Source: an optimization exercise on an open RTL-to-GDS flow (aim: small area). Production flows keep margins and buffers that such runs may drop.
The RTL was checked by simulation tests, not by an equivalence proof against the original design.
Power and IR drop assume default switching activity.

## flow/design.v

```verilog
module sent_tx(
	input clk,
	input reset,
	input enable,
	input channel_format,  
	input optional_pause,
	input config_bit,
	input [3:0] id_4bit,
	input [7:0] id_8bit,
	input [11:0] data_12bit,
	input [15:0] data_16bit,
	input [7:0] data_short,
	input [2:0] fast_format,
	input [15:0] data_f1,
	input [11:0] data_f2,
	output reg data_pulse,
	output busy
	);
	localparam IDLE = 2'd0;
	localparam SYNC = 2'd1;
	localparam NIB = 2'd2;
	localparam PAUSE = 2'd3;
	function [3:0] crc4_t;
		input [3:0] v;
		integer i;
		begin
			crc4_t = v;
			for (i = 0; i < 4; i = i + 1)
				crc4_t = {crc4_t[2:0], 1'b0} ^ (crc4_t[3] ? 4'b1101 : 4'b0000);
		end
	endfunction
	reg [1:0] tcnt;
	reg ticks;
	always @(posedge clk or posedge reset) begin
		if (reset) begin
			tcnt <= 0;
			ticks <= 0;
		end
		else begin
			tcnt <= tcnt + 1'b1;
			ticks <= (tcnt == 2'd3);
		end
	end
	reg [1:0] state;
	reg pulse_done;
	reg [8:0] fcnt;        
	reg [3:0] pcnt;        
	reg [3:0] nib;         
	reg [2:0] rem;         
	reg [4:0] frame;
	reg ser_fmt;
	reg [7:0] secure_count;
	reg [3:0] crc_fast;
	reg [23:0] fdata;
	reg [11:0] s2;         
	reg [11:0] b3;         
	reg [5:0] crc_ser;     
	assign busy = (state != IDLE);
	wire last = ser_fmt ? (frame == 5'd17) : (frame == 5'd15);
	wire crc_phase = ser_fmt ? (frame < 5'd6) : (frame >= 5'd12);
	wire frame_end = pulse_done && ((state == NIB && rem == 3'd0 && !optional_pause) || state == PAUSE);
	wire frame_start = (state == IDLE && enable) || (frame_end && !last);
	always @(posedge clk or posedge reset) begin
		if (reset) begin
			data_pulse <= 1'b1;
		end
		else if (ticks) begin
			if (state == IDLE) data_pulse <= 1'b1;
			else if (state == SYNC) data_pulse <= (fcnt >= 9'd5);
			else data_pulse <= (pcnt >= 4'd5);
		end
	end
	wire pend = (state == SYNC) ? (fcnt == 9'd55) :
		    (state == NIB) ? (pcnt == 4'd11 && nib == 4'd0) :
		    (fcnt == 9'd281);
	always @(posedge clk) begin
		pulse_done <= ticks && (state != IDLE) && pend;
		if (ticks && state != IDLE) begin
			fcnt <= fcnt + 1'b1;
			if (pend) pcnt <= 0;
			else if (pcnt != 4'd11) pcnt <= pcnt + 1'b1;
		end
		if (ticks && state == NIB && pcnt == 4'd11 && nib != 4'd0)
			nib <= nib - 1'b1;
		if (frame_start) fcnt <= 0;
		if (state == SYNC && pulse_done)
			nib <= {ser_fmt ? (crc_phase | b3[11]) : (frame == 5'd0),
				crc_phase ? crc_ser[5] : s2[11], 2'b00};
		if (state == NIB && pulse_done && rem != 3'd0)
			nib <= (rem == 3'd1) ? crc_fast : fdata[23:20];
	end
	always @(posedge clk or posedge reset) begin
		if (reset) begin
			state <= IDLE;
			frame <= 0;
			ser_fmt <= 0;
			secure_count <= 0;
		end
		else begin
			if (frame_start && fast_format == 3'd3) secure_count <= secure_count + 1'b1;
			case (state)
				IDLE: if (enable) begin
					state <= SYNC;
					frame <= 0;
					ser_fmt <= channel_format;
				end
				SYNC: if (pulse_done) state <= NIB;
				NIB: if (pulse_done && rem == 3'd0) begin
					if (optional_pause) state <= PAUSE;
					else if (last) state <= IDLE;
					else begin
						state <= SYNC;
						frame <= frame + 1'b1;
					end
				end
				PAUSE: if (pulse_done) begin
					if (last) state <= IDLE;
					else begin
						state <= SYNC;
						frame <= frame + 1'b1;
					end
				end
			endcase
		end
	end
	always @(posedge clk) begin
		if (frame_start) begin
			crc_fast <= crc4_t(4'b0101);
			case (fast_format)
				3'd1: rem <= 3'd4;
				3'd2: rem <= 3'd5;
				default: rem <= 3'd7;
			endcase
			case (fast_format)
				3'd1: fdata <= {data_f1[11:0], 12'b0};
				3'd2: fdata <= {1'b0, data_f1[11:9], 1'b0, data_f1[8:6], 1'b0, data_f1[5:3], 1'b0, data_f1[2:0], 8'b0};
				3'd3: fdata <= {data_f1[11:0], secure_count, ~data_f1[11:8]};
				3'd4: fdata <= {data_f1[11:0], 12'b0};
				3'd5: fdata <= {data_f1[13:0], data_f2[1:0], data_f2[5:2], data_f2[9:6]};
				3'd6: fdata <= {data_f1[15:0], data_f2[3:0], data_f2[7:4]};
				default: fdata <= {data_f1[11:0], data_f2[3:0], data_f2[7:4], data_f2[11:8]};
			endcase
		end
		else if (state == NIB && pulse_done && rem != 3'd0) begin
			rem <= rem - 1'b1;
			if (rem != 3'd1) begin
				crc_fast <= crc4_t(crc_fast ^ fdata[23:20]);
				fdata <= {fdata[19:0], 4'b0};
			end
		end
	end
	wire calc = ticks && state == SYNC && frame == 5'd0 && fcnt < 9'd12;
	wire [5:0] c6a = {crc_ser[4:0], 1'b0} ^ ((crc_ser[5] ^ s2[11]) ? 6'b011001 : 6'b0);
	wire [5:0] c6b = {c6a[4:0], 1'b0} ^ ((c6a[5] ^ b3[11]) ? 6'b011001 : 6'b0);
	wire [3:0] c4 = {crc_ser[4:2], 1'b0} ^ ((crc_ser[5] ^ s2[11]) ? 4'b1101 : 4'b0);
	always @(posedge clk) begin
		if (state == IDLE && enable) begin
			crc_ser <= channel_format ? 6'b111011 : 6'b001111;
			s2 <= !channel_format ? {id_4bit, data_short} : config_bit ? data_16bit[11:0] : data_12bit;
			b3 <= config_bit ? {1'b0, 1'b1, id_4bit, 1'b0, data_16bit[15:12], 1'b0}
					 : {1'b0, 1'b0, id_8bit[7:4], 1'b0, id_8bit[3:0], 1'b0};
		end
		else if (calc) begin
			s2 <= {s2[10:0], s2[11]};
			b3 <= {b3[10:0], b3[11]};
			crc_ser <= ser_fmt ? c6b : {c4, crc_ser[1:0]};
		end
		else if (state == SYNC && pulse_done) begin
			if (crc_phase) crc_ser <= {crc_ser[4:0], 1'b0};
			else begin
				s2 <= {s2[10:0], s2[11]};
				b3 <= {b3[10:0], b3[11]};
			end
		end
	end
endmodule
```

## flow/flow/run.sh

```bash
#!/bin/bash
set -euo pipefail
bash standard.sh "BUFFER_PORTS_ARGS=-buffer_cell sky130_fd_sc_hd__buf_1" finish > standard_flow.log 2>&1
```

## flow/standard.sh

```bash
#!/bin/bash
# synth_recipe.tcl (not shown) runs the flow's synth.tcl, then flattens the netlist and writes it again
# the make line also repeats each setting of config.mk as NAME=value (left out here)
make -C /OpenROAD-flow-scripts/flow DESIGN_CONFIG=/design/flow/config.mk WORK_HOME=/design/flow/orfs CLKGATE_MAP_FILE= SYNTH_SCRIPT=/design/flow/synth_recipe.tcl "${@:-finish}"
```

## flow/config.mk

```make
export PLATFORM = sky130hd
export DESIGN_NAME = sent_tx
export DESIGN_NICKNAME = sent_tx
export VERILOG_FILES = /design/flow/design.v
export SDC_FILE = /design/flow/constraint.sdc
export NUM_CORES = 4
export LEC_CHECK = 0
export CAP_MARGIN = 20
export CORE_MARGIN = 2
export CORE_UTILIZATION = 40
export SLEW_MARGIN = 20
```

## flow/constraint.sdc

```tcl
create_clock -name core_clock -period 10.0 [get_ports {clk}]
set_input_delay 2.0000 -clock core_clock [delete_from_list [all_inputs] [get_ports {clk}]]
set_output_delay 2.0000 -clock core_clock [all_outputs]
set_load 0.01 [all_outputs]
```

==> results of run 1 <==
## cell families (layout without fill, tap and decap cells)
logic type                 Yosys count  after routing
xor gates and xnor gates            33             33
AOI/OAI and AO/OA                  183            183
and+or+nand+nor                    203            203
DFF                                 99             99
buffers and inverters               66            132
muxes                               37             37
adders and majority gates           14             14
## where the power goes
group | internal [mW] | switching [mW] | total (mW)
Combinational | 0.0258 | 0.0383 | 0.0641
Clock | 0.226 | 0.148 | 0.374
Sequential | 0.431 | 0 | 0.431
Total | 0.684 | 0.186 | 0.870
## routing by layer
layer	routed length, um	vias to the layer above	GRT usage	share of wire
met5	0	-	0	0
met4	143	0	0.03685	0.010
met3	726	12	0.02952	0.053
met2	6596	139	0.2862	0.48
met1	6233	2287	0.2339	0.45
li1	-	2454	-	-
## metrics by stage
stage                     hold WS [ns]  power, mW  setup WS [ns]  area [um2]  std cells
final                           0.4247     0.8695          5.721        6769        885
after global placement          0.4121     0.5030          5.527        6435        869
after detailed placement        0.4152     0.5040          5.433        6435        869
after floorplan                 0.4006     0.4789          6.325        6023        635
after CTS                       0.4242     0.8789          5.799        6761        885
after global routing            0.4805     0.9033          5.456        6769        885
## placed cells by master (no fill, tap or decap), types with 6 or more instances in the layout
cell       count
a21oi_1       40
a221oi_1      16
a22oi_1       11
and2_1         9
and3_1         6
buf_1         86
buf_4          7
clkbuf_16      9
dfrtp_1       19
dfxtp_1       14
edfxtp_1      65
ha_1          14
inv_1         22
mux2_2         7
mux2i_1       29
nand2_1       78
nand3_1       11
nand4_1        7
nor2_1        48
nor3_1        12
o21ai_0       62
or3_1          6
xnor2_1       18
xor2_1        15
## how the worst max path moves through the flow
stage / startpoint / end / slack, ns / depth (start not counted)
3_3_place_gp: enable / secure_count[1] / 5.53 / 5
6_report: fast_format[1] / fdata[12] / 5.72 / 5
2_1_floorplan: enable / b3[0] / 6.32 / 3
4_1_cts: fast_format[1] / fdata[13] / 5.80 / 5
5_1_grt: fast_format[1] / fdata[13] / 5.46 / 5
3_5_place_dp: fast_format[1] / fdata[13] / 5.43 / 5
## sequential cells by signal, summed over array words and instances (netlist names)
register / cells
b3: 12
crc_fast: 4
crc_ser: 6
data_pulse: 1
fcnt: 9
fdata: 24
frame: 5
nib: 4
pcnt: 4
pulse_done: 1
rem: 3
s2: 12
secure_count: 8
ser_fmt: 1
state: 2
tcnt: 2
ticks: 1
## worst max-delay path, stage by stage
cell and delay, ns:
buf_1 0.71, nor2b_1 0.80, nor2_1 0.35, a221oi_1 0.38, o21ai_0 0.11
## synthesized netlist by cell type (6+ instances only)
cell,instances
a21oi_1,40
a221oi_1,16
a22oi_1,11
and2_1,9
and3_1,6
buf_2,10
clkbuf_1,26
dfrtp_1,19
dfxtp_1,14
edfxtp_1,65
ha_1,14
inv_1,22
mux2_2,7
mux2i_1,29
nand2_1,78
nand3_1,11
nand4_1,7
nor2_1,48
nor3_1,12
o21ai_0,63
or3_1,6
xnor2_1,18
xor2_1,15
## layout make-up
type | count | area, um2
Clock buffer | 10 | 239.0
Clock inverter | 6 | 87.58
Sequential cell | 99 | 2734
Timing Repair Buffer | 93 | 375.4
Fill cell | 1401 | 7875
Tap cell | 184 | 230.2
Inverter | 23 | 86.33
Multi-Input combinational cell | 470 | 3017
==> results.tsv, run 1 <==
metric	value	unit
r2r_slack	6.69	ns
htree_levels	3	
reg2reg_depth	5	
r2r_start	state[1]	
worst-setup-path-type	in -> reg	
slew_headroom	0.3454	
cts_tree	done	
die_h	126.7	um
fin_crit	4.279	ns
end_kind	flip-flop	
ys_async_sr_fraction	0.2020	
synth_flop_cell	edfxtp_1	
vias_per_cell	5.528	
cts_hold_buf	0	
syn_area_per_cell	9.485	um2
dr.pass1.iters	4	
num_rows	44	
initial_core_util	0.4113	
path_clk_slew	0.06	ns
track_usage	0.1707	
synth_edf_count	65	
ioPinCount	87	
netlist.area_leader.share	0.3241	
synth_simple_gate_area_frac	0.1612	
final.setup.tns	0	ns
dpl.hpwl	9924	um
yosys_warnings	1	
hp-start	tcnt[0]	
finalWirelength	13700	um
ys_seq_area_frac	0.4539	
vias	4892	
synth_top_family_by_area	compound AO/OA/AOI/OAI gates	
setup_viol	0	
synth_cells	635	
vdd.ir_drop.worst	75.14	uV
area_growth	12.38	%
cts_buffer_depth	2	
cts_buffers	9	
grt_pass1_wl	22580	um
reg2reg_to	secure_count[1]	
grt_overflow	0	
grt_max_degree	51	
hold_end	tcnt[0]	
fin_skew	0.005451	ns
status	finished clean	
first_global_vias	4640	
cp_data_arrival_time	4.35	ns
hold_violations	0	
fin_util	0.4622	
coreArea	14640	um2
avgRoutedWirePerCell	15.48	um
synthXorXnorAreaFrac	0.04799	
timing.final.max_slew_violations	0	
ys_top_cells_by_area	edfxtp_1 32%, dfrtp_1 7.9%, o21ai_0 5.2%	
dieWidth	126.7	um
postRouteAntennaNets	0	
io_buffers	86	
rsz0062_at_grt	no	
tightestPinTransition	0.9819	ns
drive_above_1_share	0.06705	
cts_resized	0	
hold_path_depth	1	
die-area	16060	um2
synth_compound_area_frac	0.1969	
clock_sinks	99	
syn_nets	734	
post-route-period-util	0.4279	
drc	0	
synth_area	6023	um2
synthAdderAreaFrac	0.02908	
power_density	128.5	nW/um2
synth-seq-cells	99	
path_max_fanout	25	
drtIter0Drc	304	
cp.required	10.07	ns
grt_antenna_before_repair	0	
worstSetupStartpointType	input pin	
post_cts_buffers	0	
root_buffer	clkbuf_16	
synth_top_cell_by_area	edfxtp_1	
max-cap-violations	0	
finalWeightedCongestion	0.8964	
fin_nets	795	
synth_mux_area_frac	0.06377	
leakagePower	2.615	nW
hold_path_class	reg -> reg	
clock_latency	0.34	ns
fmax	0.2337	GHz
synth_cell_types	71	
num_antenna_cells	0	
==> run 2: changes to the inputs <==
--- a/flow/config.mk
+++ b/flow/config.mk
@@ -7,5 +7,5 @@
 export LEC_CHECK = 0
 export CAP_MARGIN = 20
 export CORE_MARGIN = 2
-export CORE_UTILIZATION = 40
+export CORE_UTILIZATION = 70
 export SLEW_MARGIN = 20
==> results.tsv, run 2 <==
metric	value	unit	change
synth_cell_types	71		unchanged
area_growth	8.911	%	
slew_headroom	0.3426		-0.002800
num_rows	33		-25%
post-route-period-util	0.4188		-0.009118
synth_area	6023	um2	unchanged
coreArea	8299	um2	-43%
cts_hold_buf	0		unchanged
cts_tree	done		
pwr-share-clk	0.364		-0.066
rsz0062_at_grt	no		
slowest_stage	o211a_1		
combPwrFrac	0.082		+0.008
timing.final.max_slew_violations	0		unchanged
power_density	118.6	nW/um2	-7.7%
hold_path_depth	1		unchanged
reg.largest.list	fdata x24, b3 x12, s2 x12		
postRouteAntennaNets	0		unchanged
drtIter0Drc	371		+22%
register_area	2734	um2	unchanged
cp.required	10.25	ns	+0.18 ns
clock_latency	0.36	ns	+0.02 ns
initial_core_util	0.7258		+0.3145
syn_area_per_cell	9.485	um2	unchanged
dieWidth	96.76	um	-24%
ys_top_cells_by_area	edfxtp_1 32%, dfrtp_1 7.9%, o21ai_0 5.2%		
r2r_start	state[1]		
nFillCells	583		-58%
root_buffer	clkbuf_8		
finalWirelength	13590	um	-0.77%
cts_buffers	9		unchanged
fmax	0.2388	GHz	+2.2%
crit_chain	buf_1 -> and2_1 -> o211a_1 -> and2_4 -> mux2_4		
finalNonFillerCells	804		-9.2%
synth_top_cell_by_area	edfxtp_1		
synthTopCellsByCount	78 x nand2_1, 65 x edfxtp_1, 63 x o21ai_0, 48 x nor2_1, 40 x a21oi_1		
synth_edf_count	65		unchanged
dr.pass1.iters	5		+1
r2r_slack	6.67	ns	-0.02 ns
grt_max_degree	51		unchanged
hold_violations	0		unchanged
path_clk_slew	0.09	ns	+0.03 ns
die-area	9363	um2	-42%
grt_pass1_wl	22650	um	+0.27%
worst-setup-path-type	in -> reg		
vias_per_cell	6.333		+15%
fin_nets	793		-0.25%
clock_sinks	99		unchanged
design_area	6560	um2	-3.1%
synth_cells	635		unchanged
multi_input_area	3019	um2	about the same
synth_most_common_cell	nand2_1		
synth_flop_cell	edfxtp_1		
final_cell_mix	86 x buf_1, 77 x nand2_1, 65 x edfxtp_1		
worstSetupStartpointType	input pin		
synth-seq-cells	99		unchanged
num_antenna_cells	0		unchanged
vdd.ir_drop.worst	82.82	uV	+10%
largest_reg_flops	24		unchanged
first_global_vias	4842		+4.4%
power.internal	602.3	uW	-12%
drive_above_1_share	0.06438		-0.002669
syn_nets	734		unchanged
mostFrequentLayoutCell	buf_1		
cts_resized	0		unchanged
yosys_warnings	1		unchanged
vias	5092		+4.1%
finalWeightedCongestion	0.9034		+0.78%
path_max_fanout	29		+16%
setup_viol	0		unchanged
hp-start	tcnt[0]		
cp_data_arrival_time	4.44	ns	+0.09 ns
cts_buffer_depth	2		unchanged
fin_util	0.7904		+0.3282
reg2reg_depth	5		unchanged
final.setup.tns	0	ns	unchanged
hold_path_class	reg -> reg		
postPlaceCellArea	6321	um2	-1.8%
leakagePower	2.560	nW	-2.1%
dpl.cell_count	788		-9.3%
io_buffers	86		unchanged
htree_levels	3		unchanged
ys_seq_area_frac	0.4539		unchanged
fin_crit	4.188	ns	-0.09118 ns
avgRoutedWirePerCell	16.91	um	+9.2%
grt_overflow	0		unchanged
ys_async_sr_fraction	0.2020		unchanged
netlist.area_leader.share	0.3241		unchanged
die_h	96.76	um	-24%
ioPinCount	87		unchanged
drc	0		unchanged
post_cts_buffers	0		unchanged
worst_path_largest_cell_delay	0.94	ns	+0.14 ns
top_register	fdata		
status	finished clean		
power_switching	175.8	uW	-5.4%
grt_antenna_before_repair	0		unchanged
tightestPinTransition	0.9861	ns	+0.004199 ns
dpl.hpwl	9672	um	-2.5%
track_usage	0.2903		+0.1196
seq_power_share	0.554		+0.058
fin_skew	0.01323	ns	+0.007776 ns
max-cap-violations	0		unchanged
p_sw_frac	0.2260		+0.01230
hold_end	tcnt[0]		
end_kind	flip-flop		
reg2reg_to	secure_count[1]		
## run 2: cell counts after synthesis
No cell type changed its count.
## run 2: worst max-delay path by stage
stage / end / slack (ns) / start
after floorplan: b3[0] / 6.32 / enable
after global placement: secure_count[1] / 5.59 / enable
after detailed placement: secure_count[1] / 5.54 / enable
after CTS: secure_count[1] / 5.89 / enable
after global routing: fdata[7] / 5.69 / enable
final: secure_count[1] / 5.81 / enable
## run 2: cells by family after synthesis
| family | Yosys count | synth area share |
|---|---|---|
| compound gates | 183 | 0.1969 |
| xor+xnor | 33 | 0.04799 |
| fa+ha+maj | 14 | 0.02908 |
| buf+inv | 66 | 0.04715 |
| flops | 99 | 0.4539 |
| mux | 37 | 0.06377 |
| simple gates | 203 | 0.1612 |
## run 2: layout make-up
type / count / area share
clock inverters: 1 / 0.0009537
clock buffers: 15 / 0.03395
well taps: 105 / 0.02003
multi-input cells: 470 / 0.4602
flip-flops and latches: 99 / 0.4167
inverters: 23 / 0.01316
repair buffers: 91 / 0.05493
## run 2: per-layer routing
metal	GRT usage	up-vias	wire length [um]
met2	0.4936	249	6801
met3	0.03902	31	807
met1	0.3851	2365	5668
li1	-	2447	-
met5	0	-	0
met4	0.1018	0	317
## run 2: critical path, delay by kind of cell
kind                   cells  cell delay [ns]
AOI/OAI and AO/OA          1             0.94
muxes                      1             0.30
buffers and inverters      1             0.12
and+or+nand+nor            2             1.06
## run 2: power by group through the flow
stage	registers, mW	clock network, mW	logic (mW)
floorplan	0.440	0	0.0387
global placement	0.440	0	0.0606
detailed placement	0.440	0	0.0622
CTS	0.431	0.283	0.0627
global route	0.431	0.302	0.0712
finish	0.431	0.283	0.0638
## run 2: stage by stage
step	hold WS (ns)	total power, mW	setup slack, ns
floorplan	0.4006	0.4789	6.325
global placement	0.4111	0.5009	5.589
detailed placement	0.4437	0.5024	5.535
CTS	0.4574	0.7772	5.888
global route	0.4890	0.8040	5.694
finish	0.4563	0.7782	5.812
==> run 3: changes to the inputs <==
==> flow/run.sh (new file) <==
#!/bin/bash
# synth_recipe.tcl (not shown) runs the flow's synth.tcl, then flattens the netlist and writes it again
# the make line also repeats each setting of config.mk as NAME=value (left out here)
make -C /OpenROAD-flow-scripts/flow DESIGN_CONFIG=/design/flow/config.mk WORK_HOME=/design/flow/orfs CLKGATE_MAP_FILE= SYNTH_SCRIPT=/design/flow/synth_recipe.tcl finish
--- a/flow/config.mk
+++ b/flow/config.mk
@@ -7,5 +7,5 @@
 export LEC_CHECK = 0
 export CAP_MARGIN = 20
 export CORE_MARGIN = 2
-export CORE_UTILIZATION = 70
+export CORE_UTILIZATION = 40
 export SLEW_MARGIN = 20
removed: flow/flow/run.sh
removed: flow/standard.sh
==> results.tsv, run 3 <==
metric	value	unit	change
status	finished clean		
drive_above_1_share	0.06160		-0.002773
ioPinCount	87		unchanged
synth_edf_count	65		unchanged
hold_path_class	reg -> reg		
synth_cell_types	71		unchanged
clock_latency	0.35	ns	about the same
vias_per_cell	5.534		-13%
drc	0		unchanged
synth_compound_area_frac	0.1969		unchanged
worst_path_largest_cell_delay	1.13	ns	+0.19 ns
reg2reg_to	secure_count[1]		
power_density	115.2	nW/um2	-2.9%
dieWidth	126.7	um	+31%
worstSetupStartpointType	input pin		
path_clk_slew	0.07	ns	-0.02 ns
cts_buffers	9		unchanged
cts_tree	done		
ys_top_cells_by_area	edfxtp_1 32%, dfrtp_1 7.9%, o21ai_0 5.2%		
fin_nets	792		-0.13%
finalWeightedCongestion	0.8724		-3.4%
synth_flop_cell	edfxtp_1		
cp_data_arrival_time	4.69	ns	+0.25 ns
r2r_start	state[1]		
final_cell_mix	85 x clkdlybuf4s50_1, 78 x nand2_1, 65 x edfxtp_1		
power.internal	644.8	uW	+7.1%
finalWirelength	13840	um	+1.8%
hold_path_depth	1		unchanged
combPwrFrac	0.101		+0.019
netlist.area_leader.share	0.3241		unchanged
synth_simple_gate_area_frac	0.1612		unchanged
cts_buffer_depth	2		unchanged
slowest_stage	clkdlybuf4s50_1		
root_buffer	clkbuf_16		
synth_area	6023	um2	unchanged
num_antenna_cells	0		unchanged
die_h	126.7	um	+31%
syn_area_per_cell	9.485	um2	unchanged
fin_util	0.4933		-0.2972
track_usage	0.1771		-0.1132
first_global_vias	4612		-4.8%
p_sw_frac	0.2251		-0.0008496
timing.final.max_slew_violations	0		unchanged
initial_core_util	0.4113		-0.3145
pwr-share-clk	0.380		+0.016
synth_cells	635		unchanged
postRouteAntennaNets	0		unchanged
fin_crit	4.600	ns	+0.4117 ns
ys_async_sr_fraction	0.2020		unchanged
synth-seq-cells	99		unchanged
post-route-period-util	0.4600		+0.04117
dpl.hpwl	9980	um	+3.2%
fin_skew	0.005816	ns	-0.007411 ns
worst-setup-path-type	in -> reg		
fmax	0.2174	GHz	-9.0%
cts_resized	0		unchanged
cts_hold_buf	0		unchanged
seq_power_share	0.518		-0.036
mostFrequentLayoutCell	clkdlybuf4s50_1		
reg.largest.list	fdata x24, b3 x12, s2 x12		
synthTopCellsByCount	78 x nand2_1, 65 x edfxtp_1, 63 x o21ai_0, 48 x nor2_1, 40 x a21oi_1		
coreArea	14640	um2	+76%
hold_violations	0		unchanged
hold_end	tcnt[0]		
leakagePower	2.789	nW	+9.0%
path_max_fanout	31		+6.9%
slew_headroom	0.3099		-0.03272
vdd.ir_drop.worst	79.93	uV	-3.5%
io_buffers	86		unchanged
post_cts_buffers	0		unchanged
largest_reg_flops	24		unchanged
die-area	16060	um2	+71%
htree_levels	3		unchanged
yosys_warnings	1		unchanged
reg2reg_depth	5		unchanged
ys_seq_area_frac	0.4539		unchanged
cp.required	10.09	ns	-0.16 ns
drtIter0Drc	383		+3.2%
final.setup.tns	0	ns	unchanged
dr.pass1.iters	4		-1
num_rows	44		+33%
avgRoutedWirePerCell	15.69	um	-7.2%
setup_viol	0		unchanged
vias	4881		-4.1%
top_register	fdata		
synth_most_common_cell	nand2_1		
syn_nets	734		unchanged
tightestPinTransition	1.022	ns	+0.03571 ns
grt_antenna_before_repair	0		unchanged
synthXorXnorAreaFrac	0.04799		unchanged
hp-start	tcnt[0]		
synth_mux_area_frac	0.06377		unchanged
synth_top_family_by_area	compound AO/OA/AOI/OAI gates		
area_growth	19.92	%	
max-cap-violations	0		unchanged
r2r_slack	6.68	ns	about the same
clock_sinks	99		unchanged
grt_pass1_wl	23270	um	+2.8%
grt_overflow	0		unchanged
crit_chain	clkdlybuf4s50_1 -> nor2b_1 -> nor2_1 -> a221oi_1 -> o21ai_0		
synthAdderAreaFrac	0.02908		unchanged
grt_max_degree	51		unchanged
rsz0062_at_grt	no		
end_kind	flip-flop		
power_switching	187.3	uW	+6.5%
synth_top_cell_by_area	edfxtp_1		
-- run 3: cell count changes in the layout (fill, tap and decap cells not counted), sizes merged --
cell           previous run  this run
buf                      91         5
clkdlybuf4s50             0        85
clkbuf                   15         9
clkinvlp                  0         4
clkinv                    0         3
inv                      24        23
-- run 3: through the flow --
step | area, um2 | std cells | hold slack [ns] | worst slack [ns] | power, mW
finish | 7223 | 882 | 0.4317 | 5.400 | 0.8322
CTS | 7228 | 882 | 0.4303 | 5.432 | 0.8425
global placement | 6950 | 866 | 0.4115 | 5.119 | 0.5242
global route | 7223 | 882 | 0.4720 | 5.154 | 0.8658
floorplan | 6023 | 635 | 0.4006 | 6.325 | 0.4789
detailed placement | 6958 | 866 | 0.4185 | 5.070 | 0.5249
-- run 3: logic make-up (layout without fill, tap and decap cells) --
kind of cell | Yosys count | in the layout
muxes | 37 | 37
AOI/OAI and AO/OA | 183 | 183
and+or+nand+nor | 203 | 203
DFF | 99 | 99
adders and majority gates | 14 | 14
buffers and inverters | 66 | 129
xor gates and xnor gates | 33 | 33
-- run 3: cell type report --
| class | count | area [um2] |
|---|---|---|
| fillers | 1381 | 7421 |
| multi-input cells | 470 | 3017 |
| flip-flops and latches | 99 | 2734 |
| repair buffers | 90 | 885.9 |
| well taps | 184 | 230.2 |
| clock buffers | 9 | 225.2 |
| inverters | 23 | 86.33 |
| clock inverters | 7 | 45.04 |
-- run 3: routing by layer --
metal,up-vias,routed length (um),part of all wire,GRT usage
met4,0,207,0.015,0.06658
met3,14,647,0.047,0.02109
met5,-,0,0,0
met2,132,6455,0.47,0.2798
li1,2440,-,-,-
met1,2295,6528,0.47,0.2516
-- run 3: how the worst max path moves through the flow --
| stage | from | end |
|---|---|---|
| floorplan | enable | b3[0] |
| global placement | enable | secure_count[1] |
| detailed placement | fast_format[0] | fdata[12] |
| CTS | enable | secure_count[1] |
| global route | fast_format[0] | fdata[12] |
| finish | fast_format[0] | fdata[12] |
-- run 3: worst max-delay path, delay by kind of cell --
kind / cells / cell delay [ns]
and+or+nand+nor: 2 / 1.09
buffers and inverters: 1 / 1.13
AOI/OAI and AO/OA: 2 / 0.46
-- run 3: power groups by stage --
stage	Clock, mW	Sequential (mW)	Combinational [mW]
final	0.316	0.431	0.0844
after global routing	0.341	0.431	0.0933
after CTS	0.326	0.431	0.0850
after detailed placement	0	0.440	0.0847
after global placement	0	0.440	0.0839
after floorplan	0	0.440	0.0387
==> run 4: changes to the inputs <==
==> flow/flow/run.sh (new file) <==
#!/bin/bash
set -euo pipefail
bash standard.sh \
  "BUFFER_PORTS_ARGS=-buffer_cell sky130_fd_sc_hd__buf_1" \
  "CTS_ARGS=-sink_clustering_enable -repair_clock_nets -dont_use_dummy_load -buf_list sky130_fd_sc_hd__clkbuf_4 -root_buf sky130_fd_sc_hd__clkbuf_8 -sink_clustering_size 12" \
  finish > standard_flow.log 2>&1
==> flow/standard.sh (new file) <==
#!/bin/bash
# synth_recipe.tcl (not shown) runs the flow's synth.tcl, then flattens the netlist and writes it again
# the make line also repeats each setting of config.mk as NAME=value (left out here)
make -C /OpenROAD-flow-scripts/flow DESIGN_CONFIG=/design/flow/config.mk WORK_HOME=/design/flow/orfs CLKGATE_MAP_FILE= SYNTH_SCRIPT=/design/flow/synth_recipe.tcl "${@:-finish}"
--- a/flow/config.mk
+++ b/flow/config.mk
@@ -7,5 +7,5 @@
 export LEC_CHECK = 0
 export CAP_MARGIN = 20
 export CORE_MARGIN = 2
-export CORE_UTILIZATION = 40
+export CORE_UTILIZATION = 60
 export SLEW_MARGIN = 20
removed: flow/run.sh
==> results.tsv, run 4 <==
metric	value	unit	change
fin_crit	4.108	ns	-0.4918 ns
leakagePower	2.503	nW	-10%
worst-setup-path-type	in -> reg		
critPathBufInv	1		unchanged
grt_antenna_before_repair	0		unchanged
cts_buffers	9		unchanged
finalNonFillerCells	825		-6.5%
synth_edf_count	65		unchanged
grt_overflow	0		unchanged
cp_num_cells	5		unchanged
hold_path_class	reg -> reg		
post-route-period-util	0.4108		-0.04918
area_growth	7.748	%	
power_switching	162.5	uW	-13%
preCtsSetupSlack	5.536	ns	+0.4657 ns
synth_cells	635		unchanged
p_sw_frac	0.2319		+0.006829
fmax	0.2434	GHz	+12%
hold_violations	0		unchanged
cts_tree	done		
synth_cell_types	71		unchanged
htree_levels	3		unchanged
finalWirelength	12860	um	-7.1%
synth-seq-cells	99		unchanged
cp_top_family	simple AND/OR/NAND/NOR gates		
syn_nets	734		unchanged
root_buffer	clkbuf_8		
die-area	10860	um2	-32%
reg.largest.list	fdata x24, b3 x12, s2 x12		
mostFrequentLayoutCell	buf_1		
postRouteAntennaNets	0		unchanged
slew_headroom	0.2935		-0.01642
synth_top_cell_by_area	edfxtp_1		
synth_flop_cell	edfxtp_1		
cp_data_arrival_time	4.37	ns	-0.32 ns
hold_end	tcnt[0]		
dpl.hpwl	9237	um	-7.4%
synth_most_common_cell	nand2_1		
final.setup.tns	0	ns	unchanged
finalWeightedCongestion	0.8714		-0.11%
dpl.cell_count	816		-5.8%
grt_max_degree	51		unchanged
syn_area_per_cell	9.485	um2	unchanged
first_global_vias	4515		-2.1%
reg2reg_to	secure_count[1]		
clock_sinks	99		unchanged
cts_hold_buf	0		unchanged
tightestPinTransition	1.046	ns	+0.02431 ns
path_clk_slew	0.09	ns	+0.02 ns
setup_ws	5.892	ns	+0.4918 ns
r2r_slack	6.73	ns	+0.05 ns
drc	0		unchanged
power_density	107.9	nW/um2	-6.3%
largest_reg_flops	24		unchanged
num_rows	36		-18%
seq_power_share	0.615		+0.097
r2r_start	state[1]		
ys_top_cells_by_area	edfxtp_1 32%, dfrtp_1 7.9%, o21ai_0 5.2%		
initial_core_util	0.6162		+0.2049
cts_buffer_depth	2		unchanged
avgRoutedWirePerCell	15.58	um	-0.68%
rsz0062_at_grt	no		
slowest_stage	o211a_1		
synth_area	6023	um2	unchanged
vdd.ir_drop.worst	63.18	uV	-21%
combPwrFrac	0.091		-0.010
worst_path_largest_cell_delay	0.95	ns	-0.18 ns
top_register	fdata		
hold_path_depth	1		unchanged
vias_per_cell	5.992		+8.3%
hold_slack	0.4385	ns	+0.006842 ns
netlist.area_leader.share	0.3241		unchanged
final_cell_mix	86 x buf_1, 77 x nand2_1, 65 x edfxtp_1		
coreArea	9774	um2	-33%
ys_seq_area_frac	0.4539		unchanged
post_cts_buffers	0		unchanged
clock_latency	0.37	ns	+0.02 ns
crit_chain	buf_1 -> and2_1 -> o211a_1 -> and2_4 -> mux2_4		
worstSetupStartpointType	input pin		
dr.pass1.iters	5		+1
end_kind	flip-flop		
io_buffers	86		unchanged
max-cap-violations	0		unchanged
ys_async_sr_fraction	0.2020		unchanged
dieWidth	104.2	um	-18%
status	finished clean		
cts_resized	0		unchanged
fin_nets	793		+0.13%
reg2reg_depth	5		unchanged
die_h	104.2	um	-18%
drtIter0Drc	243		-37%
vias	4943		+1.3%
synthTopCellsByCount	78 x nand2_1, 65 x edfxtp_1, 63 x o21ai_0, 48 x nor2_1, 40 x a21oi_1		
ioPinCount	87		unchanged
track_usage	0.2423		+0.06519
grt_pass1_wl	21530	um	-7.5%
setup_viol	0		unchanged
fin_skew	0.01819	ns	+0.01237 ns
yosys_warnings	1		unchanged
nFillCells	840		-39%
power.internal	538.0	uW	-17%
timing.final.max_slew_violations	0		unchanged
path_max_fanout	29		-6.5%
num_antenna_cells	0		unchanged
cp.required	10.26	ns	+0.17 ns
drive_above_1_share	0.05491		-0.006691
hp-start	tcnt[0]		
pwr-share-clk	0.294		-0.086
## run 4: worst max path at each step
stage | to | slack (ns) | start
floorplan | b3[0] | 6.32 | enable
global placement | secure_count[1] | 5.55 | enable
detailed placement | secure_count[1] | 5.54 | enable
CTS | secure_count[1] | 5.93 | enable
global route | fdata[6] | 5.68 | enable
finish | secure_count[1] | 5.89 | enable
## run 4: metal layers
layer,share of wire,track usage,vias to the layer above
li1,-,-,2447
met1,0.45,0.3342,2320
met2,0.48,0.3919,152
met3,0.041,0.02694,24
met4,0.023,0.1004,0
met5,0,0,-
## run 4: layout make-up
type / instances / area, um2 / share of cell area
flip-flops and latches: 99 / 2734 / 0.4212
inverters: 23 / 86.33 / 0.01330
clock buffers: 9 / 123.9 / 0.01909
multi-input cells: 470 / 3019 / 0.4652
repair buffers: 91 / 360.3 / 0.05552
well taps: 133 / 166.4 / 0.02564
## run 4: kinds of logic (layout without fill, tap and decap cells)
| family | Yosys count | after routing | synth area share |
|---|---|---|---|
| simple gates | 203 | 203 | 0.1612 |
| compound gates | 183 | 183 | 0.1969 |
| flops | 99 | 99 | 0.4539 |
| buf+inv | 66 | 123 | 0.04715 |
| mux | 37 | 37 | 0.06377 |
| xor+xnor | 33 | 33 | 0.04799 |
| fa+ha+maj | 14 | 14 | 0.02908 |
## run 4: stage by stage
step / utilization / instance area, um2 / total power [mW]
CTS: 0.6630 / 6480 / 0.7015
finish: 0.6640 / 6490 / 0.7005
global route: 0.6640 / 6490 / 0.7259
global placement: 0.6503 / 6356 / 0.5016
floorplan: - / 6023 / 0.4789
detailed placement: 0.6503 / 6356 / 0.5027
## run 4: power by group through the flow
stage               Sequential (mW)  Clock, mW  Combinational [mW]
detailed placement            0.440          0              0.0625
finish                        0.431      0.206              0.0636
global placement              0.440          0              0.0614
floorplan                     0.440          0              0.0387
global route                  0.431      0.224              0.0710
CTS                           0.431      0.208              0.0627
## run 4: worst reg2reg max path: stages, from the launching register on
cell and delay [ns]:
dfrtp_1 0.59, nor2_1 0.30, and2_1 0.72, o211a_1 0.95
and2_4 0.32, mux2_4 0.29
==> run 5: changes to the inputs <==
==> flow/flow/run.sh (replaced) <==
#!/bin/bash
set -euo pipefail
bash standard.sh \
  "BUFFER_PORTS_ARGS=-buffer_cell sky130_fd_sc_hd__buf_1" \
  "CTS_ARGS=-sink_clustering_enable -repair_clock_nets -dont_use_dummy_load -buf_list sky130_fd_sc_hd__clkbuf_8 -root_buf sky130_fd_sc_hd__clkbuf_8 -sink_clustering_size 30" \
  finish > standard_flow.log 2>&1
==> results.tsv, run 5 <==
metric	value	unit	change
status	finished clean		
worst_path_largest_cell_delay	0.95	ns	about the same
fin_skew	0.01819	ns	unchanged
post_cts_buffers	0		unchanged
synth-seq-cells	99		unchanged
setup_viol	0		unchanged
die-area	10860	um2	unchanged
finalNonFillerCells	825		unchanged
synth_top_cell_by_area	edfxtp_1		
synth_most_common_cell	nand2_1		
clock_sinks	99		unchanged
ioPinCount	87		unchanged
tightestPinTransition	1.046	ns	unchanged
worstSetupStartpointType	input pin		
timing.final.max_slew_violations	0		unchanged
yosys_warnings	1		unchanged
root_buffer	clkbuf_8		
r2r_start	state[1]		
clock_latency	0.37	ns	about the same
leakagePower	2.503	nW	unchanged
grt_pass1_wl	21530	um	unchanged
slew_headroom	0.2935		unchanged
reg.largest.list	fdata x24, b3 x12, s2 x12		
r2r_slack	6.73	ns	about the same
drive_above_1_share	0.05491		unchanged
largest_reg_flops	24		unchanged
synth_cells	635		unchanged
fin_crit	4.108	ns	unchanged
crit_chain	buf_1 -> and2_1 -> o211a_1 -> and2_4 -> mux2_4		
num_rows	36		unchanged
cp_data_arrival_time	4.37	ns	about the same
hold_path_class	reg -> reg		
vdd.ir_drop.worst	63.18	uV	unchanged
mostFrequentLayoutCell	buf_1		
cts_hold_buf	0		unchanged
grt_overflow	0		unchanged
cts_tree	done		
synthTopCellsByCount	78 x nand2_1, 65 x edfxtp_1, 63 x o21ai_0, 48 x nor2_1, 40 x a21oi_1		
hp-start	tcnt[0]		
finalWirelength	12860	um	unchanged
postRouteAntennaNets	0		unchanged
netlist.area_leader.share	0.3241		unchanged
syn_nets	734		unchanged
dpl.hpwl	9237	um	unchanged
synth_flop_cell	edfxtp_1		
slowest_stage	o211a_1		
synth_area	6023	um2	unchanged
track_usage	0.2423		unchanged
end_kind	flip-flop		
ys_async_sr_fraction	0.2020		unchanged
htree_levels	3		unchanged
initial_core_util	0.6162		unchanged
vias	4943		unchanged
hold_slack	0.4385	ns	unchanged
drtIter0Drc	243		unchanged
cts_buffer_depth	2		unchanged
syn_area_per_cell	9.485	um2	unchanged
top_register	fdata		
hold_violations	0		unchanged
post-route-period-util	0.4108		unchanged
worst-setup-path-type	in -> reg		
num_antenna_cells	0		unchanged
fin_nets	793		unchanged
reg2reg_depth	5		unchanged
final_cell_mix	86 x buf_1, 77 x nand2_1, 65 x edfxtp_1		
grt_antenna_before_repair	0		unchanged
ys_seq_area_frac	0.4539		unchanged
drc	0		unchanged
fmax	0.2434	GHz	unchanged
reg2reg_to	secure_count[1]		
final.setup.tns	0	ns	unchanged
area_growth	7.748	%	unchanged
dieWidth	104.2	um	unchanged
cp.required	10.26	ns	about the same
vias_per_cell	5.992		unchanged
grt_max_degree	51		unchanged
cts_buffers	9		unchanged
path_max_fanout	29		unchanged
io_buffers	86		unchanged
fin_util	0.6640		unchanged
dr.pass1.iters	5		unchanged
power_density	107.9	nW/um2	unchanged
cts_resized	0		unchanged
first_global_vias	4515		unchanged
synth_edf_count	65		unchanged
avgRoutedWirePerCell	15.58	um	unchanged
coreArea	9774	um2	unchanged
die_h	104.2	um	unchanged
finalWeightedCongestion	0.8714		unchanged
hold_path_depth	1		unchanged
dpl.cell_count	816		unchanged
rsz0062_at_grt	no		
ys_top_cells_by_area	edfxtp_1 32%, dfrtp_1 7.9%, o21ai_0 5.2%		
synth_cell_types	71		unchanged
hold_end	tcnt[0]		
max-cap-violations	0		unchanged
path_clk_slew	0.09	ns	about the same
run 5: stage by stage:
step | instance area [um2] | power [mW] | setup WS [ns]
after floorplan | 6023 | 0.4789 | 6.325
after global placement | 6356 | 0.5016 | 5.555
after detailed placement | 6356 | 0.5027 | 5.536
after CTS | 6480 | 0.7015 | 5.935
after global routing | 6490 | 0.7259 | 5.678
final | 6490 | 0.7005 | 5.892
run 5: worst max-delay path by stage:
stage	startpoint	slack, ns	end	cells past startpoint
after floorplan	enable	6.32	b3[0]	3
after global placement	enable	5.55	secure_count[1]	5
after detailed placement	enable	5.54	secure_count[1]	5
after CTS	enable	5.93	secure_count[1]	5
after global routing	enable	5.68	fdata[6]	5
final	enable	5.89	secure_count[1]	5
run 5: per-layer routing:
| metal | wire [um] | global-route usage | up-vias |
|---|---|---|---|
| met5 | 0 | 0 | - |
| met1 | 5818 | 0.3342 | 2320 |
| met4 | 296 | 0.1004 | 0 |
| met2 | 6212 | 0.3919 | 152 |
| li1 | - | - | 2447 |
| met3 | 528 | 0.02694 | 24 |
run 5: cell families (layout without fill, tap and decap cells):
kind of cell | count (synthesis) | count (layout) | share of synthesized area
adders and majority gates | 14 | 14 | 0.02908
buffers and inverters | 66 | 123 | 0.04715
DFF | 99 | 99 | 0.4539
muxes | 37 | 37 | 0.06377
AOI/OAI and AO/OA | 183 | 183 | 0.1969
and+or+nand+nor | 203 | 203 | 0.1612
xor gates and xnor gates | 33 | 33 | 0.04799
run 5: area by class of cell:
type	instances	area, um2
fill	840	3284
multi-input combinational	470	3019
sequential	99	2734
timing repair buffer	91	360.3
tap	133	166.4
clock buffer	9	123.9
inverter	23	86.33
run 5: where the power goes:
group          leakage (nW)  switching (mW)  internal [mW]
clock                0.0647           0.125         0.0811
sequential            0.815               0          0.431
combinational          1.62          0.0378         0.0259
run 5: critical path: cells and delay by family:
kind | cells | cell delay [ns]
AO/OA/AOI/OAI | 1 | 0.95
buffers and inverters | 1 | 0.11
multiplexers | 1 | 0.29
AND/OR/NAND/NOR | 2 | 1.00
==> run 6: changes to the inputs <==
--- a/flow/design.v
+++ b/flow/design.v
@@ -65,24 +65,24 @@
 			data_pulse <= 1'b1;
 		end
 		else if (ticks) begin
-			if (state == IDLE) data_pulse <= 1'b1;
-			else if (state == SYNC) data_pulse <= (fcnt >= 9'd5);
-			else data_pulse <= (pcnt >= 4'd5);
+			data_pulse <= (state == IDLE) || (pcnt >= 4'd5);
 		end
 	end
-	wire pend = (state == SYNC) ? (fcnt == 9'd55) :
-		    (state == NIB) ? (pcnt == 4'd11 && nib == 4'd0) :
-		    (fcnt == 9'd281);
+	wire pend = (state == SYNC) ? (fcnt == 9'b101110010) :
+		    (state == NIB) ? (pcnt == 4'd11) :
+		    (fcnt == 9'b101110111);
+	wire nibdec = state == NIB && pcnt == 4'd5 && nib != 4'd0;
 	always @(posedge clk) begin
 		pulse_done <= ticks && (state != IDLE) && pend;
-		if (ticks && state != IDLE) begin
-			fcnt <= fcnt + 1'b1;
+		if (state == IDLE) pcnt <= 0;
+		else if (ticks) begin
+			fcnt <= {fcnt[7:0], fcnt[8] ^ fcnt[4]};
 			if (pend) pcnt <= 0;
-			else if (pcnt != 4'd11) pcnt <= pcnt + 1'b1;
+			else if (pcnt != 4'd15 && !nibdec) pcnt <= pcnt + 1'b1;
 		end
-		if (ticks && state == NIB && pcnt == 4'd11 && nib != 4'd0)
+		if (ticks && nibdec)
 			nib <= nib - 1'b1;
-		if (frame_start) fcnt <= 0;
+		if (frame_start) fcnt <= 9'd1;
 		if (state == SYNC && pulse_done)
 			nib <= {ser_fmt ? (crc_phase | b3[11]) : (frame == 5'd0),
 				crc_phase ? crc_ser[5] : s2[11], 2'b00};
@@ -92,36 +92,33 @@
 	always @(posedge clk or posedge reset) begin
 		if (reset) begin
 			state <= IDLE;
-			frame <= 0;
-			ser_fmt <= 0;
 			secure_count <= 0;
 		end
 		else begin
 			if (frame_start && fast_format == 3'd3) secure_count <= secure_count + 1'b1;
 			case (state)
-				IDLE: if (enable) begin
-					state <= SYNC;
-					frame <= 0;
-					ser_fmt <= channel_format;
-				end
+				IDLE: if (enable) state <= SYNC;
 				SYNC: if (pulse_done) state <= NIB;
 				NIB: if (pulse_done && rem == 3'd0) begin
 					if (optional_pause) state <= PAUSE;
 					else if (last) state <= IDLE;
 					else begin
 						state <= SYNC;
-						frame <= frame + 1'b1;
 					end
 				end
 				PAUSE: if (pulse_done) begin
 					if (last) state <= IDLE;
-					else begin
-						state <= SYNC;
-						frame <= frame + 1'b1;
-					end
+					else state <= SYNC;
 				end
 			endcase
 		end
+	end
+	always @(posedge clk) begin
+		if (state == IDLE) begin
+			frame <= 0;
+			ser_fmt <= channel_format;
+		end
+		else if (frame_start) frame <= frame + 1'b1;
 	end
 	always @(posedge clk) begin
 		if (frame_start) begin
@@ -149,7 +146,7 @@
 			end
 		end
 	end
-	wire calc = ticks && state == SYNC && frame == 5'd0 && fcnt < 9'd12;
+	wire calc = ticks && state == SYNC && frame == 5'd0 && pcnt < 4'd12;
 	wire [5:0] c6a = {crc_ser[4:0], 1'b0} ^ ((crc_ser[5] ^ s2[11]) ? 6'b011001 : 6'b0);
 	wire [5:0] c6b = {c6a[4:0], 1'b0} ^ ((c6a[5] ^ b3[11]) ? 6'b011001 : 6'b0);
 	wire [3:0] c4 = {crc_ser[4:2], 1'b0} ^ ((crc_ser[5] ^ s2[11]) ? 4'b1101 : 4'b0);
==> flow/flow/run.sh (replaced) <==
#!/bin/bash
# The standard layout (standard.sh) with three changes:
#  - synthesis maps the logic with the area-oriented ABC script flow/abc_area.script
#    (a copy of ORFS's scripts folder in which only abc_speed.script is replaced);
#  - the port buffers use the smallest buffer cell;
#  - the clock tree uses clkbuf_8 buffers and no dummy loads.
set -euo pipefail
here=$(pwd)
rm -rf "$here/orfs_scripts"
cp -r "$FLOW_HOME/scripts" "$here/orfs_scripts"
cp "$here/flow/abc_area.script" "$here/orfs_scripts/abc_speed.script"
bash standard.sh "SCRIPTS_DIR=$here/orfs_scripts" synth > synth.log 2>&1
bash standard.sh \
  "BUFFER_PORTS_ARGS=-buffer_cell sky130_fd_sc_hd__buf_1" \
  "CTS_ARGS=-sink_clustering_enable -repair_clock_nets -dont_use_dummy_load -buf_list sky130_fd_sc_hd__clkbuf_8 -root_buf sky130_fd_sc_hd__clkbuf_8" \
  finish > layout.log 2>&1
==> flow/flow/abc_area.script (new file) <==
strash
&get -n
&fraig -x
&put
scorr
dc2
strash
&get -n
&dch -f
&nf -R 1000 -p -a
&put
dnsize -c
==> results.tsv, run 6 <==
metric	value	unit	change
cp_data_arrival_time	3.91	ns	-0.46 ns
power_density	221.2	nW/um2	+100%
dpl.hpwl	8305	um	-10%
grt_pass1_wl	19410	um	-9.9%
slew_headroom	0.2589		-0.03454
synth_most_common_cell	nand2_1		
ys_seq_area_frac	0.5167		+0.06280
hold_path_depth	2		+1
avgRoutedWirePerCell	15.88	um	+1.9%
grt_antenna_before_repair	0		unchanged
setup_viol	0		unchanged
fin_skew	0.03720	ns	+0.01901 ns
reg2reg_to	fdata[23]		
cts_resized	0		unchanged
yosys_warnings	1		unchanged
grt_overflow	0		unchanged
track_usage	0.2507		+0.008364
clock_latency	0.38	ns	about the same
die-area	9384	um2	-14%
leakagePower	2.090	nW	-16%
finalNonFillerCells	722		-12%
fin_crit	4.083	ns	-0.02563 ns
largest_reg_flops	24		unchanged
first_global_vias	4173		-7.6%
top_register	fdata		
cts_tree	done		
rsz0062_at_grt	no		
end_kind	flip-flop		
cp.required	9.83	ns	-0.43 ns
initial_core_util	0.6235		+0.007317
power	1.287	mW	+84%
path_clk_slew	0.11	ns	+0.02 ns
cts_buffers	9		unchanged
ys_async_sr_fraction	0.1414		-0.06061
cts_hold_buf	0		unchanged
synthTopCellsByCount	72 x nand2_1, 62 x edfxtp_1, 59 x nor2_1, 39 x o21ai_0, 36 x a21oi_1		
met1_usage	0.3338		-0.0003424
post-route-period-util	0.4083		-0.002563
max-cap-violations	0		unchanged
num_rows	33		-8.3%
area_growth	12.43	%	
r2r_start	state[0]		
dpl.cell_count	713		-13%
io_buffers	86		unchanged
status	finished clean		
num_antenna_cells	0		unchanged
postRouteAntennaNets	0		unchanged
finalWeightedCongestion	0.8933		+2.5%
reg2reg_depth	9		+4
hold_slack	0.4383	ns	-0.0001860 ns
ys_top_cells_by_area	edfxtp_1 36%, dfxtp_1 8.9%, dfrtp_1 6.3%		
mostFrequentLayoutCell	buf_1		
synth_top_cell_by_area	edfxtp_1		
vias	4319		-13%
clock_sinks	99		unchanged
syn_area_per_cell	10.01	um2	+5.5%
synth_flop_cell	edfxtp_1		
drtIter0Drc	221		-9.1%
coreArea	8299	um2	-15%
reg.largest.list	fdata x24, b3 x12, s2 x12		
grt_busiest_layer	met2		
path_max_fanout	54		+86%
synth_cells	517		-19%
ioPinCount	87		unchanged
final.setup.tns	0	ns	unchanged
synth_edf_count	62		-4.6%
die_h	96.87	um	-7.0%
drive_above_1_share	0.02917		-0.02574
post_cts_buffers	0		unchanged
r2r_slack	6.59	ns	-0.14 ns
syn_nets	618		-16%
hold_end	fcnt[6]		
netlist.area_leader.share	0.3598		+0.03571
htree_levels	3		unchanged
hold_path_class	reg -> reg		
hold_violations	0		unchanged
fmax	0.2449	GHz	+0.63%
grt_util_met3	0.05491		+0.02797
dieWidth	96.87	um	-7.0%
timing.final.max_slew_violations	0		unchanged
fin_nets	720		-9.2%
gr-usage-met2	0.4215		+0.02956
final_cell_mix	86 x buf_1, 72 x nand2_1, 62 x edfxtp_1		
worst-setup-path-type	in -> reg		
synth_area	5175	um2	-14%
grt_max_degree	55		+7.8%
root_buffer	clkbuf_8		
synth-seq-cells	99		unchanged
hp-start	fcnt[5]		
worstSetupStartpointType	input pin		
synth_cell_types	40		-44%
cts_buffer_depth	2		unchanged
drc	0		unchanged
vdd.ir_drop.worst	142.4	uV	+130%
tightestPinTransition	1.111	ns	+0.06487 ns
vias_per_cell	5.982		-0.16%
finalWirelength	11470	um	-11%
dr.pass1.iters	9		+4
[run 6: cell types whose count changed after synthesis, moves of 11 or more]
| cell | delta |
|---|---|
| a221oi_1 | -15 |
| a222oi_1 | +14 |
| a22oi_1 | +11 |
| a31oi_1 | +14 |
| clkbuf_1 | -26 |
| clkinv_1 | +21 |
| inv_1 | -22 |
| nor2_1 | +11 |
| o21ai_0 | -24 |
[run 6: cells by family after synthesis]
family | Yosys count | synth area share
buffers and inverters | 21 | 0.01523
adders and majority gates | 16 | 0.03868
and+or+nand+nor | 180 | 0.1501
xor gates and xnor gates | 29 | 0.04908
AOI/OAI and AO/OA | 151 | 0.1893
DFF | 99 | 0.5167
muxes | 21 | 0.04086
[run 6: how the worst max path moves through the flow]
| stage | startpoint | endpoint | slack (ns) | cells past startpoint |
|---|---|---|---|---|
| after detailed placement | optional_pause | fdata[1] | 5.52 | 7 |
| after floorplan | optional_pause | fdata[0] | 3.77 | 5 |
| final | optional_pause | fdata[23] | 5.92 | 7 |
| after CTS | optional_pause | fdata[23] | 5.89 | 7 |
| after global placement | optional_pause | fdata[1] | 5.56 | 7 |
| after global routing | optional_pause | crc_fast[0] | 5.65 | 9 |
[run 6: power breakdown]
part           leakage [nW]  switching (mW)  total (mW)  internal, mW
Sequential            0.935          0.0708       0.661         0.591
Combinational          1.09           0.252       0.421         0.169
Clock                0.0647           0.124       0.205        0.0810
[run 6: layout make-up]
class / instances / area (um2)
Tap cell: 105 / 131.4
Clock buffer: 9 / 123.9
Timing Repair Buffer: 91 / 360.3
Sequential cell: 99 / 2674
Fill cell: 675 / 2481
Inverter: 21 / 78.83
Multi-Input combinational cell: 397 / 2450
[run 6: metrics by stage]
stage / worst slack, ns / instance area [um2] / utilization
2_1_floorplan: 3.768 / 5175 / -
3_3_place_gp: 5.562 / 5682 / 0.6846
3_5_place_dp: 5.517 / 5682 / 0.6846
4_1_cts: 5.886 / 5806 / 0.6995
5_1_grt: 5.647 / 5818 / 0.7010
6_report: 5.917 / 5818 / 0.7010
[run 6: critical path, stage by stage]
cell and delay (ns):
buf_1 0.10, nor3_1 0.05, o21ai_0 0.40, o21ai_4 0.06, buf_4 0.29, nor2_1 0.25
clkinv_1 0.73
[run 6: routing by layer]
metal	vias up	wire, um
li1	2127	-
met3	15	755
met5	-	0
met2	158	5678
met4	0	134
met1	2019	4898
==> run 7: changes to the inputs <==
==> flow/flow/abc_area.script (replaced) <==
strash
&get -n
&fraig -x
&put
scorr
dc2
strash
&get -n
&dch -f
&nf -R 1000
&put
dnsize -c
==> results.tsv, run 7 <==
metric	value	unit	change
yosys_warnings	1		unchanged
post_cts_buffers	0		unchanged
area_growth	12.57	%	
cp_num_cells	7		unchanged
final.setup.tns	0	ns	unchanged
cp.required	9.81	ns	-0.02 ns
reg.largest.list	fdata x24, b3 x12, s2 x12		
r2r_slack	6.59	ns	about the same
cts_buffer_depth	2		unchanged
drc	0		unchanged
cts_hold_buf	0		unchanged
synthTopCellsByCount	70 x nand2_1, 62 x edfxtp_1, 61 x nor2_1, 39 x o21ai_0, 36 x a21oi_1		
dieWidth	96.88	um	about the same
design_area	5827	um2	+0.15%
fin_crit	4.144	ns	+0.06101 ns
synth_cells	517		unchanged
post-route-period-util	0.4144		+0.006101
reg2reg_depth	9		unchanged
grt_pass1_wl	18520	um	-4.6%
clock_sinks	99		unchanged
slowest_stage	clkinv_1		
synth_edf_count	62		unchanged
die_h	96.88	um	about the same
track_usage	0.2370		-0.01373
mostFrequentLayoutCell	buf_1		
dr.pass1.iters	5		-4
syn_area_per_cell	10.01	um2	about the same
num_antenna_cells	0		unchanged
ys_seq_area_frac	0.5166		about the same
first_global_vias	3998		-4.2%
drive_above_1_share	0.03074		+0.001571
grt_antenna_before_repair	0		unchanged
finalWeightedCongestion	0.9041		+1.2%
die-area	9386	um2	about the same
status	finished clean		
path_max_fanout	54		unchanged
fin_nets	721		+0.14%
synth_top_cell_by_area	edfxtp_1		
slew_headroom	0.3757		+0.1168
grt_overflow	0		unchanged
critPathBufInv	3		unchanged
worst_path_largest_cell_delay	0.75	ns	+0.02 ns
cts_resized	0		unchanged
vias	4338		+0.44%
leakagePower	2.106	nW	+0.76%
worst-setup-path-type	in -> reg		
synth_most_common_cell	nand2_1		
ys_async_sr_fraction	0.1414		unchanged
drtIter0Drc	288		+30%
ys_top_cells_by_area	edfxtp_1 36%, dfxtp_1 8.9%, dfrtp_1 6.3%		
syn_nets	618		unchanged
power_density	219.6	nW/um2	-0.70%
max-cap-violations	0		unchanged
cp_top_family	buffers and inverters		
setup_viol	0		unchanged
vdd.ir_drop.worst	159.9	uV	+12%
postPlaceCellArea	5683	um2	about the same
fin_util	0.7021		+0.001056
coreArea	8299	um2	unchanged
hold_slack	0.4515	ns	+0.01318 ns
fin_skew	0.02800	ns	-0.009201 ns
worstSetupStartpointType	input pin		
synth-seq-cells	99		unchanged
synth_flop_cell	edfxtp_1		
num_rows	33		unchanged
vias_per_cell	6.000		+0.30%
power	1.280	mW	-0.55%
finalWirelength	11090	um	-3.3%
hold_path_class	reg -> reg		
top_register	fdata		
htree_levels	3		unchanged
io_buffers	86		unchanged
cts_buffers	9		unchanged
postRouteAntennaNets	0		unchanged
synth_cell_types	40		unchanged
clock_latency	0.36	ns	-0.02 ns
tightestPinTransition	0.9330	ns	-0.1780 ns
root_buffer	clkbuf_8		
end_kind	flip-flop		
netlist.area_leader.share	0.3597		about the same
largest_reg_flops	24		unchanged
ioPinCount	87		unchanged
dpl.hpwl	8130	um	-2.1%
avgRoutedWirePerCell	15.34	um	-3.4%
cts_tree	done		
cp_data_arrival_time	3.95	ns	+0.04 ns
fmax	0.2413	GHz	-1.5%
nFillCells	682		+1.0%
path_clk_slew	0.10	ns	about the same
rsz0062_at_grt	no		
crit_chain	buf_1 -> nor3_1 -> o21ai_0 -> o21ai_4 -> buf_4 -> nor2_1 -> clkinv_1		
hold_violations	0		unchanged
final_cell_mix	86 x buf_1, 70 x nand2_1, 62 x edfxtp_1		
timing.final.max_slew_violations	0		unchanged
hold_path_depth	2		unchanged
grt_max_degree	55		unchanged
synth_area	5176	um2	about the same
initial_core_util	0.6237		about the same
run 7: final timing paths:
kind / startpoint / end
max reg2reg: state[0] / fdata[6]
min in group asynchronous: reset / secure_count[2]
max: optional_pause / fdata[6]
min reg2reg: fcnt[5] / fcnt[6]
min: fcnt[5] / fcnt[6]
max in group asynchronous: reset / data_pulse
run 7: tightest hold or removal path, stage by stage, from the launching register on:
cell and delay (ns):
dfxtp_1 0.32, nand2_1 0.06, a21oi_1 0.05
run 7: final cells by class:
type	count	area [um2]	area share
clock buffer	9	123.9	0.02126
sequential	99	2674	0.4589
inverter	21	78.83	0.01353
tap	105	131.4	0.02255
multi-input combinational	397	2451	0.4207
timing repair buffer	92	367.9	0.06313
run 7: stage by stage:
stage,std cells,worst slack (ns)
2_1_floorplan,517,3.768
3_3_place_gp,713,5.560
3_5_place_dp,713,5.512
4_1_cts,722,5.865
5_1_grt,723,5.608
6_report,723,5.856
run 7: per-layer routing:
metal	wire length, um	vias to the layer above	GRT usage	share of wire
li1	-	2140	-	-
met1	4974	2039	0.3284	0.45
met2	5298	140	0.3900	0.48
met3	646	19	0.03324	0.058
met4	172	0	0.07259	0.016
met5	0	-	0	0
run 7: cell families (layout without fill, tap and decap cells):
group	after synthesis	in the layout	synth area share
buffers and inverters	21	122	0.01523
xor gates and xnor gates	29	29	0.04907
adders and majority gates	16	16	0.03867
and+or+nand+nor	181	181	0.1520
AOI/OAI and AO/OA	150	150	0.1876
muxes	21	21	0.04085
DFF	99	99	0.5166
run 7: power by group:
part           internal [mW]  total (mW)  switching (mW)
logic                  0.168       0.419           0.251
registers              0.591       0.660          0.0694
clock network         0.0810       0.201           0.120
==> run 8: changes to the inputs <==
--- a/flow/config.mk
+++ b/flow/config.mk
@@ -5,7 +5,7 @@
 export SDC_FILE = /design/flow/constraint.sdc
 export NUM_CORES = 4
 export LEC_CHECK = 0
-export CAP_MARGIN = 20
+export CAP_MARGIN = 0
 export CORE_MARGIN = 2
 export CORE_UTILIZATION = 60
-export SLEW_MARGIN = 20
+export SLEW_MARGIN = 0
==> results.tsv, run 8 <==
metric	value	unit	change
synth-seq-cells	99		unchanged
dpl.hpwl	8130	um	unchanged
max-cap-violations	0		unchanged
worstSetupStartpointType	input pin		
htree_levels	3		unchanged
cp_data_arrival_time	3.93	ns	-0.02 ns
yosys_warnings	1		unchanged
clock_latency	0.36	ns	about the same
grt_busiest_layer	met2		
synth_simple_gate_area_frac	0.1520		unchanged
drive_above_1_share	0.02755		-0.003192
syn_nets	618		unchanged
nFillCells	682		unchanged
initial_core_util	0.6237		unchanged
grt_util_met3	0.03324		unchanged
end_kind	flip-flop		
dieWidth	96.88	um	unchanged
power_density	220.1	nW/um2	+0.18%
post_cts_buffers	0		unchanged
fin_nets	720		-0.14%
synth_compound_area_frac	0.1876		unchanged
io_buffers	86		unchanged
area_growth	12.18	%	
final_cell_mix	86 x buf_1, 70 x nand2_1, 62 x edfxtp_1		
dr.pass1.iters	6		+1
vdd.ir_drop.worst	159.7	uV	-0.12%
die-area	9386	um2	unchanged
hold_violations	0		unchanged
root_buffer	clkbuf_8		
cts_buffer_depth	2		unchanged
leakagePower	2.099	nW	-0.36%
setup_viol	0		unchanged
path_max_fanout	54		unchanged
first_global_vias	3998		unchanged
grt_overflow	0		unchanged
synth_most_common_cell	nand2_1		
postRouteAntennaNets	0		unchanged
cts_tree	done		
finalWeightedCongestion	0.9041		unchanged
synth_cell_types	40		unchanged
coreArea	8299	um2	unchanged
fin_util	0.6997		-0.002413
post-route-period-util	0.4119		-0.002499
postPlaceCellArea	5683	um2	unchanged
ys_async_sr_fraction	0.1414		unchanged
netlist.area_leader.share	0.3597		unchanged
track_usage	0.2370		unchanged
cts_buffers	9		unchanged
clock_sinks	99		unchanged
synth_flop_cell	edfxtp_1		
fmax	0.2428	GHz	+0.61%
rsz0062_at_grt	no		
cts_hold_buf	0		unchanged
ioPinCount	87		unchanged
die_h	96.88	um	unchanged
num_rows	33		unchanged
avgRoutedWirePerCell	15.40	um	+0.39%
vias	4342		+0.092%
grt_antenna_before_repair	0		unchanged
worst-setup-path-type	in -> reg		
grt_pass1_wl	18520	um	unchanged
timing.final.max_slew_violations	0		unchanged
drc	0		unchanged
fin_crit	4.119	ns	-0.02499 ns
largest_reg_flops	24		unchanged
vias_per_cell	6.014		+0.23%
ys_top_cells_by_area	edfxtp_1 36%, dfxtp_1 8.9%, dfrtp_1 6.3%		
finalWirelength	11120	um	+0.25%
num_antenna_cells	0		unchanged
top_register	fdata		
synth_top_cell_by_area	edfxtp_1		
cp.required	9.82	ns	about the same
status	finished clean		
slew_headroom	0.2181		-0.1576
cts_resized	0		unchanged
reg2reg_depth	9		unchanged
synth_top_family_by_area	compound AO/OA/AOI/OAI gates		
path_clk_slew	0.09	ns	about the same
reg.largest.list	fdata x24, b3 x12, s2 x12		
mostFrequentLayoutCell	buf_1		
synthTopCellsByCount	70 x nand2_1, 62 x edfxtp_1, 61 x nor2_1, 39 x o21ai_0, 36 x a21oi_1		
syn_area_per_cell	10.01	um2	unchanged
tightestPinTransition	1.164	ns	+0.2309 ns
synth_cells	517		unchanged
synthAdderAreaFrac	0.03868		unchanged
grt_max_degree	55		unchanged
ys_seq_area_frac	0.5166		unchanged
gr-usage-met2	0.3900		unchanged
hold_path_depth	2		unchanged
drtIter0Drc	284		-1.4%
final.setup.tns	0	ns	unchanged
met1_usage	0.3284		unchanged
fin_skew	0.02190	ns	-0.006098 ns
synth_area	5176	um2	unchanged
synthXorXnorAreaFrac	0.04907		unchanged
synth_edf_count	62		unchanged
synth_mux_area_frac	0.04085		unchanged
hold_path_class	reg -> reg		
design_area	5807	um2	-0.34%
-- run 8: cell types whose count changed in the layout (fill, tap and decap cells not counted), sizes merged --
cell | previous run | this run
buf | 92 | 91
-- run 8: path summary, 6_finish.rpt --
kind                                      from               to  slack (ns)
worst max-delay path            optional_pause         fdata[6]        5.88
worst min-delay path                   fcnt[5]          fcnt[6]        0.46
worst max register to register        state[0]         fdata[6]        6.62
worst min register to register         fcnt[5]          fcnt[6]        0.46
max in group asynchronous                reset       data_pulse        8.12
min in group asynchronous                reset  secure_count[2]        1.57
-- run 8: worst max-delay path, stage by stage --
cell and delay, ns:
buf_1 0.11, nor3_1 0.06, o21ai_0 0.39, o21ai_4 0.06, buf_4 0.29, nor2_1 0.25
clkinv_1 0.74
-- run 8: logic make-up (layout without fill, tap and decap cells) --
family / count (synthesis) / count (layout)
AO/OA/AOI/OAI: 150 / 150
XOR/XNOR: 29 / 29
multiplexers: 21 / 21
flip-flops: 99 / 99
AND/OR/NAND/NOR: 181 / 181
adder cells (fa/ha/maj): 16 / 16
buffers and inverters: 21 / 121
-- run 8: per-layer routing --
metal | wire (um) | vias to the layer above
met5 | 0 | -
met4 | 180 | 0
met3 | 720 | 18
met2 | 5385 | 153
met1 | 4833 | 2038
li1 | - | 2133
-- run 8: through the flow --
| stage | worst slack (ns) | cells | power [mW] | hold slack [ns] |
|---|---|---|---|---|
| after floorplan | 3.768 | 517 | 0.9659 | 0.4272 |
| after global placement | 5.560 | 713 | 1.067 | 0.4402 |
| after detailed placement | 5.512 | 713 | 1.087 | 0.4519 |
| after CTS | 5.865 | 722 | 1.285 | 0.4588 |
| after global routing | 5.608 | 722 | 1.376 | 0.4843 |
| final | 5.881 | 722 | 1.278 | 0.4578 |
-- run 8: area by class of cell --
class,instances,area (um2),share of cell area
timing repair buffer,91,360.3,0.06206
tap,105,131.4,0.02262
multi-input combinational,397,2439,0.4200
inverter,21,78.83,0.01357
clock buffer,9,123.9,0.02133
sequential,99,2674,0.4605
-- run 8: power breakdown --
part / internal (mW) / switching (mW) / leakage (nW)
logic: 0.167 / 0.250 / 1.10
clock network: 0.0810 / 0.120 / 0.0647
registers: 0.591 / 0.0692 / 0.935
total: 0.839 / 0.439 / 2.10

==> re-timing with driven ports <==
How much do the figures lean on ideal ports? The routed layouts below were timed once more, with nothing changed but the port constraints.
Step 1, drivers: a clkbuf_16 drives clk and a buf_2 each remaining input, both assumed.
Step 2 moves the port delays by t, midway between the first and last clock arrival at a register: inputs arrive t later, outputs are due t later. That takes back most of the time a late clock gives input paths.
a / b / c = no drivers / after step 1 / after step 2; a / b = the first two.
run | t, ns | slack for setup (ns) | worst setup path at the end | worst data-port slew with drivers (ns) | pins driven straight from the clock port
run 1 | 0.375 | 5.721 / 5.734 / 5.359 | input to register | 0.04 | 1
run 2 | 0.391 | 5.812 / 5.822 / 5.432 | input to register | 0.03 | 1
run 3 | 0.388 | 5.400 / 5.419 / 5.031 | input to register | 0.04 | 1
run 4 | 0.393 | 5.892 / 5.893 / 5.500 | input to register | 0.04 | 1
run 5 | 0.393 | 5.892 / 5.893 / 5.500 | input to register | 0.04 | 1
run 6 | 0.396 | 5.917 / 5.930 / 5.533 | input to register | 0.04 | 1
run 7 | 0.379 | 5.856 / 5.869 / 5.490 | input to register | 0.03 | 1
run 8 | 0.380 | 5.881 / 5.893 / 5.513 | input to register | 0.04 | 1
After both steps every run listed still meets setup and hold.
